Background: an optimization exercise with open tools, aiming at small area. Do not read the settings as production practice.
In this exercise RTL edits were held to simulation tests only and were not proved equivalent to the original.
No activity file was given, so power comes from the tool's default toggle rates.

## before
==> module beta_test, before the edit <==
module beta_test (a, b, nbeta1, ok);
input  [7:0] a, b;
input  [4:0] nbeta1;
output       ok;
wire [7:0] d;
wire       co;
rca #(8) sub (.a(a), .b(~b), .ci(1'b1), .s(d), .co(co));
wire s = ~co;                         
wire [4:0] x = d[4:0] ^ {5{s}};       
wire c5;
rcc #(5) cmp (.a(x), .b(nbeta1), .ci(s), .co(c5));
assign ok = ~c5 & (d[7:5] == {3{s}});
endmodule
==> module line_pre, before the edit <==
module line_pre ( pix, en, nalpha1, nts1, nbeta1, tc0_l, ntc0_l, tc_c,
                  edge_on, ap, aq, con_s, dm, clip_l, clip_c, difp, difq );
input  [63:0] pix;       
input         en;        
input  [7:0]  nalpha1;   
input  [7:0]  nts1;      
input  [4:0]  nbeta1;    
input  [4:0]  tc0_l;     
input  [5:0]  ntc0_l;    
input  [4:0]  tc_c;      
output        edge_on, ap, aq, con_s;
output [5:0]  dm;
output        clip_l, clip_c;
output [5:0]  difp, difq;
wire [7:0] p2 = pix[55:48], p1 = pix[47:40], p0 = pix[39:32];
wire [7:0] q0 = pix[31:24], q1 = pix[23:16], q2 = pix[15:8];
wire [8:0] e;                                    
wire       e_co;
rca #(8) sub_e (.a(q0), .b(~p0), .ci(1'b1), .s(e[7:0]), .co(e_co));
assign e[8] = ~e_co;
wire       e_s = e[8];
wire [7:0] e_x = e[7:0] ^ {8{e_s}};
wire ca, cs;
rcc #(8) cmp_a (.a(e_x), .b(nalpha1), .ci(e_s), .co(ca));
rcc #(8) cmp_s (.a(e_x), .b(nts1),    .ci(e_s), .co(cs));
assign con_s = ~cs;
wire b_p1, b_q1;
beta_test bt_p1 (.a(p1), .b(p0), .nbeta1(nbeta1), .ok(b_p1));
beta_test bt_q1 (.a(q1), .b(q0), .nbeta1(nbeta1), .ok(b_q1));
beta_test bt_p2 (.a(p2), .b(p0), .nbeta1(nbeta1), .ok(ap));
beta_test bt_q2 (.a(q2), .b(q0), .nbeta1(nbeta1), .ok(aq));
assign edge_on = en & ~ca & b_p1 & b_q1;
wire [8:0] u;                                    
wire       u_co;
rca #(8) sub_u (.a(p1), .b(~q1), .ci(1'b1), .s(u[7:0]), .co(u_co));
assign u[8] = ~u_co;
wire [9:0] w;
wire       w_co;
rca #(10) add_w (.a({e_s, e}), .b({u[8], u[8], u[8], u[8:2]}), .ci(1'b1), .s(w), .co(w_co));
wire [8:0] delta = w[9:1];
wire       s     = delta[8];
wire [7:0] y     = delta[7:0] ^ {8{s}};    
wire       big   = |y[7:5];                
assign dm = {s, delta[4:0]};
wire [4:0] dd;
wire       dc;
rca #(5) sub_d (.a(y[4:0]), .b(~tc0_l), .ci(s), .s(dd), .co(dc));
assign clip_l = big | (dc & ((~ap & ~aq) | ((ap ^ aq) & (|dd)) | (ap & aq & (|dd[4:1]))));
wire cc5;
rcc #(5) cmp_c (.a(y[4:0]), .b(~tc_c), .ci(s), .co(cc5));
assign clip_c = big | cc5;
wire [8:0] a_c;
rca #(8) add_a (.a(p0), .b(q0), .ci(1'b1), .s(a_c[7:0]), .co(a_c[8]));
wire [7:0] avg = a_c[8:1];
p1_pre pp (.x2(p2), .x1(p1), .avg(avg), .tc0(tc0_l), .ntc0(ntc0_l), .dif(difp));
p1_pre pq (.x2(q2), .x1(q1), .avg(avg), .tc0(tc0_l), .ntc0(ntc0_l), .dif(difq));
endmodule
==> module p1_pre, before the edit <==
module p1_pre (x2, x1, avg, tc0, ntc0, dif);
input  [7:0] x2, x1, avg;
input  [4:0] tc0;
input  [5:0] ntc0;
output [5:0] dif;
wire [7:0] h_s;
wire       h_co;
rca #(8) add_h (.a(x2), .b(avg), .ci(1'b0), .s(h_s), .co(h_co));
wire [7:0] h = {h_co, h_s[7:1]};
wire [7:0] t;
wire       t_co;
rca #(8) sub_t (.a(h), .b(~x1), .ci(1'b1), .s(t), .co(t_co));
wire       t_s  = ~t_co;
wire [7:0] t_y  = t ^ {8{t_s}};
wire       c5;
rcc #(5) cmp (.a(t_y[4:0]), .b(~tc0), .ci(t_s), .co(c5));
wire       clip = (|t_y[7:5]) | c5;
assign dif = clip ? (t_s ? ntc0 : {1'b0, tc0}) : t[5:0];
endmodule
Settings: LEC_CHECK=0, CAP_MARGIN=20, CORE_MARGIN=2, CORE_UTILIZATION=50, SETUP_SLACK_MARGIN=0.1, SLEW_MARGIN=20; clock period 9.0 ns.
standard.sh (not shown) runs the stock make flow with config.mk's settings and CLKGATE_MAP_FILE= SYNTH_SCRIPT=/design/flow/synth_recipe.tcl, a recipe that flattens the netlist after the stock synthesis.
==> flow/flow/run.sh <==
#!/bin/bash
set -euo pipefail
HERE=$(pwd)
FLOWDIR=$HERE/flow

# ORFS synth.tcl with the ABC script replaced by ours
sed -e "s#-script \$abc_script#-script $FLOWDIR/abc_area.script#" \
    $FLOW_HOME/scripts/synth_preamble.tcl > $HERE/my_synth_preamble.tcl
sed -e "s#source \$::env(SCRIPTS_DIR)/synth_preamble.tcl#source $HERE/my_synth_preamble.tcl#" \
    -e "s#extract_fa {\*}\[dont_use_extract_fa_args\]#extract_fa -fa#" \
    $FLOW_HOME/scripts/synth.tcl > $HERE/my_synth.tcl
grep -q "my_synth_preamble.tcl" $HERE/my_synth.tcl
grep -q "extract_fa -fa" $HERE/my_synth.tcl
grep -q "$FLOWDIR/abc_area.script" $HERE/my_synth_preamble.tcl
# The standard flow's synthesis script, sourcing the modified synth.tcl
sed -e "s#source \$::env(SCRIPTS_DIR)/synth.tcl#source $HERE/my_synth.tcl#" \
    $HERE/synth_recipe.tcl > $HERE/my_synth_recipe.tcl
grep -q "my_synth.tcl" $HERE/my_synth_recipe.tcl
# standard.sh with our synthesis script
sed -e "s#SYNTH_SCRIPT=[^ ]*#SYNTH_SCRIPT=$HERE/my_synth_recipe.tcl#" $HERE/standard.sh > $HERE/my_standard.sh
grep -q "my_synth_recipe.tcl" $HERE/my_standard.sh

export SYNTH_ARGS="-noabc"
export BUFFER_PORTS_ARGS="-buffer_cell sky130_fd_sc_hd__buf_1"
if [[ -s $FLOWDIR/cts_args.txt ]]; then
  export CTS_ARGS="$(cat $FLOWDIR/cts_args.txt)"
fi
bash $HERE/my_standard.sh > $HERE/standard.log 2>&1
==> flow/flow/abc_area.script <==
strash
dch -f
amap
strash
dch -f
amap
==> flow/flow/cts_args.txt <==
-sink_clustering_enable -repair_clock_nets -dont_use_dummy_load -buf_list sky130_fd_sc_hd__clkbuf_8 -sink_clustering_size 16 -sink_clustering_max_diameter 60
diff inputs: before => after
diff --git a/flow/design.v b/flow/design.v
--- a/flow/design.v
+++ b/flow/design.v
@@ -98,20 +98,22 @@
 	assign c[i+1] = (a[i] & b[i]) | (c[i] & (a[i] | b[i]));
 end endgenerate
 assign co = c[W];
 endmodule
-module beta_test (a, b, nbeta1, ok);
+module beta_test (a, b, nbeta1, ok, dv);
 input  [7:0] a, b;
 input  [4:0] nbeta1;
 output       ok;
+output [5:0] dv;                      
 wire [7:0] d;
 wire       co;
 rca #(8) sub (.a(a), .b(~b), .ci(1'b1), .s(d), .co(co));
 wire s = ~co;                         
 wire [4:0] x = d[4:0] ^ {5{s}};       
 wire c5;
 rcc #(5) cmp (.a(x), .b(nbeta1), .ci(s), .co(c5));
 assign ok = ~c5 & (d[7:5] == {3{s}});
+assign dv = {s, d[4:0]};
 endmodule
 module line_pre ( pix, en, nalpha1, nts1, nbeta1, tc0_l, ntc0_l, tc_c,
                   edge_on, ap, aq, con_s, dm, clip_l, clip_c, difp, difq );
 input  [63:0] pix;       
@@ -138,12 +140,13 @@
 rcc #(8) cmp_a (.a(e_x), .b(nalpha1), .ci(e_s), .co(ca));
 rcc #(8) cmp_s (.a(e_x), .b(nts1),    .ci(e_s), .co(cs));
 assign con_s = ~cs;
 wire b_p1, b_q1;
-beta_test bt_p1 (.a(p1), .b(p0), .nbeta1(nbeta1), .ok(b_p1));
-beta_test bt_q1 (.a(q1), .b(q0), .nbeta1(nbeta1), .ok(b_q1));
-beta_test bt_p2 (.a(p2), .b(p0), .nbeta1(nbeta1), .ok(ap));
-beta_test bt_q2 (.a(q2), .b(q0), .nbeta1(nbeta1), .ok(aq));
+wire [5:0] dp1, dq1, dp2, dq2;        
+beta_test bt_p1 (.a(p1), .b(p0), .nbeta1(nbeta1), .ok(b_p1), .dv(dp1));
+beta_test bt_q1 (.a(q1), .b(q0), .nbeta1(nbeta1), .ok(b_q1), .dv(dq1));
+beta_test bt_p2 (.a(p2), .b(p0), .nbeta1(nbeta1), .ok(ap),   .dv(dp2));
+beta_test bt_q2 (.a(q2), .b(q0), .nbeta1(nbeta1), .ok(aq),   .dv(dq2));
 assign edge_on = en & ~ca & b_p1 & b_q1;
 wire [8:0] u;                                    
 wire       u_co;
 rca #(8) sub_u (.a(p1), .b(~q1), .ci(1'b1), .s(u[7:0]), .co(u_co));
@@ -162,31 +165,29 @@
 assign clip_l = big | (dc & ((~ap & ~aq) | ((ap ^ aq) & (|dd)) | (ap & aq & (|dd[4:1]))));
 wire cc5;
 rcc #(5) cmp_c (.a(y[4:0]), .b(~tc_c), .ci(s), .co(cc5));
 assign clip_c = big | cc5;
-wire [8:0] a_c;
-rca #(8) add_a (.a(p0), .b(q0), .ci(1'b1), .s(a_c[7:0]), .co(a_c[8]));
-wire [7:0] avg = a_c[8:1];
-p1_pre pp (.x2(p2), .x1(p1), .avg(avg), .tc0(tc0_l), .ntc0(ntc0_l), .dif(difp));
-p1_pre pq (.x2(q2), .x1(q1), .avg(avg), .tc0(tc0_l), .ntc0(ntc0_l), .dif(difq));
+wire [6:0] xp, xq;                               
+wire       xp_co, xq_co;
+rca #(7) sub_xp (.a({dp2[5], dp2}), .b(~{dp1, 1'b0}), .ci(1'b1), .s(xp), .co(xp_co));
+rca #(7) sub_xq (.a({dq2[5], dq2}), .b(~{dq1, 1'b0}), .ci(1'b1), .s(xq), .co(xq_co));
+wire [8:0] zp, zq;
+wire       zp_co, zq_co;
+rca #(9) add_zp (.a({xp[6], xp[6], xp}), .b({e[8], e[8:1]}), .ci(e[0]), .s(zp), .co(zp_co));
+rca #(9) sub_zq (.a({xq[6], xq[6], xq}), .b(~{e[8], e[8:1]}), .ci(1'b1), .s(zq), .co(zq_co));
+p1_pre pp (.t(zp[8:1]), .tc0(tc0_l), .ntc0(ntc0_l), .dif(difp));
+p1_pre pq (.t(zq[8:1]), .tc0(tc0_l), .ntc0(ntc0_l), .dif(difq));
 endmodule
-module p1_pre (x2, x1, avg, tc0, ntc0, dif);
-input  [7:0] x2, x1, avg;
+module p1_pre (t, tc0, ntc0, dif);
+input  [7:0] t;
 input  [4:0] tc0;
 input  [5:0] ntc0;
 output [5:0] dif;
-wire [7:0] h_s;
-wire       h_co;
-rca #(8) add_h (.a(x2), .b(avg), .ci(1'b0), .s(h_s), .co(h_co));
-wire [7:0] h = {h_co, h_s[7:1]};
-wire [7:0] t;
-wire       t_co;
-rca #(8) sub_t (.a(h), .b(~x1), .ci(1'b1), .s(t), .co(t_co));
-wire       t_s  = ~t_co;
-wire [7:0] t_y  = t ^ {8{t_s}};
+wire       t_s  = t[7];
+wire [6:0] t_y  = t[6:0] ^ {7{t_s}};
 wire       c5;
 rcc #(5) cmp (.a(t_y[4:0]), .b(~tc0), .ci(t_s), .co(c5));
-wire       clip = (|t_y[7:5]) | c5;
+wire       clip = (|t_y[6:5]) | c5;
 assign dif = clip ? (t_s ? ntc0 : {1'b0, tc0}) : t[5:0];
 endmodule
 module add_clip (x, z, ci, y);
 input  [7:0] x;
### Flow results
before has a higher met2 wirelength from detailed routing than after. Relative to before, after improves area after synthesis. In terms of utilization after layout, after and before differ only marginally. Relative to before, after improves detailed placement HPWL. Clock-buffer cell count, after vs before: up by a little under 10%. In the flow results for before and after, the overall via count from detail_route is larger on after. Compared with before, after shows clock power that has gone up by a few percent. Between after and before, it is after whose compound-gate portion of the synthesized area is higher, by 0.80 points. Looking at share of the clock period used by the worst path, after sits 0.25 points above before. STATUS final area: after wins against before.

-- separate check: timing with driven ports --
No port has a modelled driver above. Below, the same layouts with a new extraction and two added sets of constraints.
Step 1 (the two cells are an assumption about what drives the block):
set clk [get_ports {clk}]
set_driving_cell -lib_cell sky130_fd_sc_hd__clkbuf_16 $clk
set_driving_cell -lib_cell sky130_fd_sc_hd__buf_2 [delete_from_list [all_inputs] $clk]
Step 2 adds t to the input delays and takes it off the output delays; t is the mean of the earliest and latest rising clock arrival at the registers after step 1. Input paths then give back, and output paths get back, about the clock's delay inside the block.
a / b / c = no drivers / after step 1 / after step 2; a / b = the first two.
run | shift t [ns] | setup slack, ns | hold WS [ns]
before | 0.768 | 0.319 / 0.250 / 0.355 | 0.319 / 0.319 / 0.319
after | 0.775 | 0.297 / 0.233 / 0.327 | 0.309 / 0.309 / 0.309
After both steps every run listed still meets setup and hold.
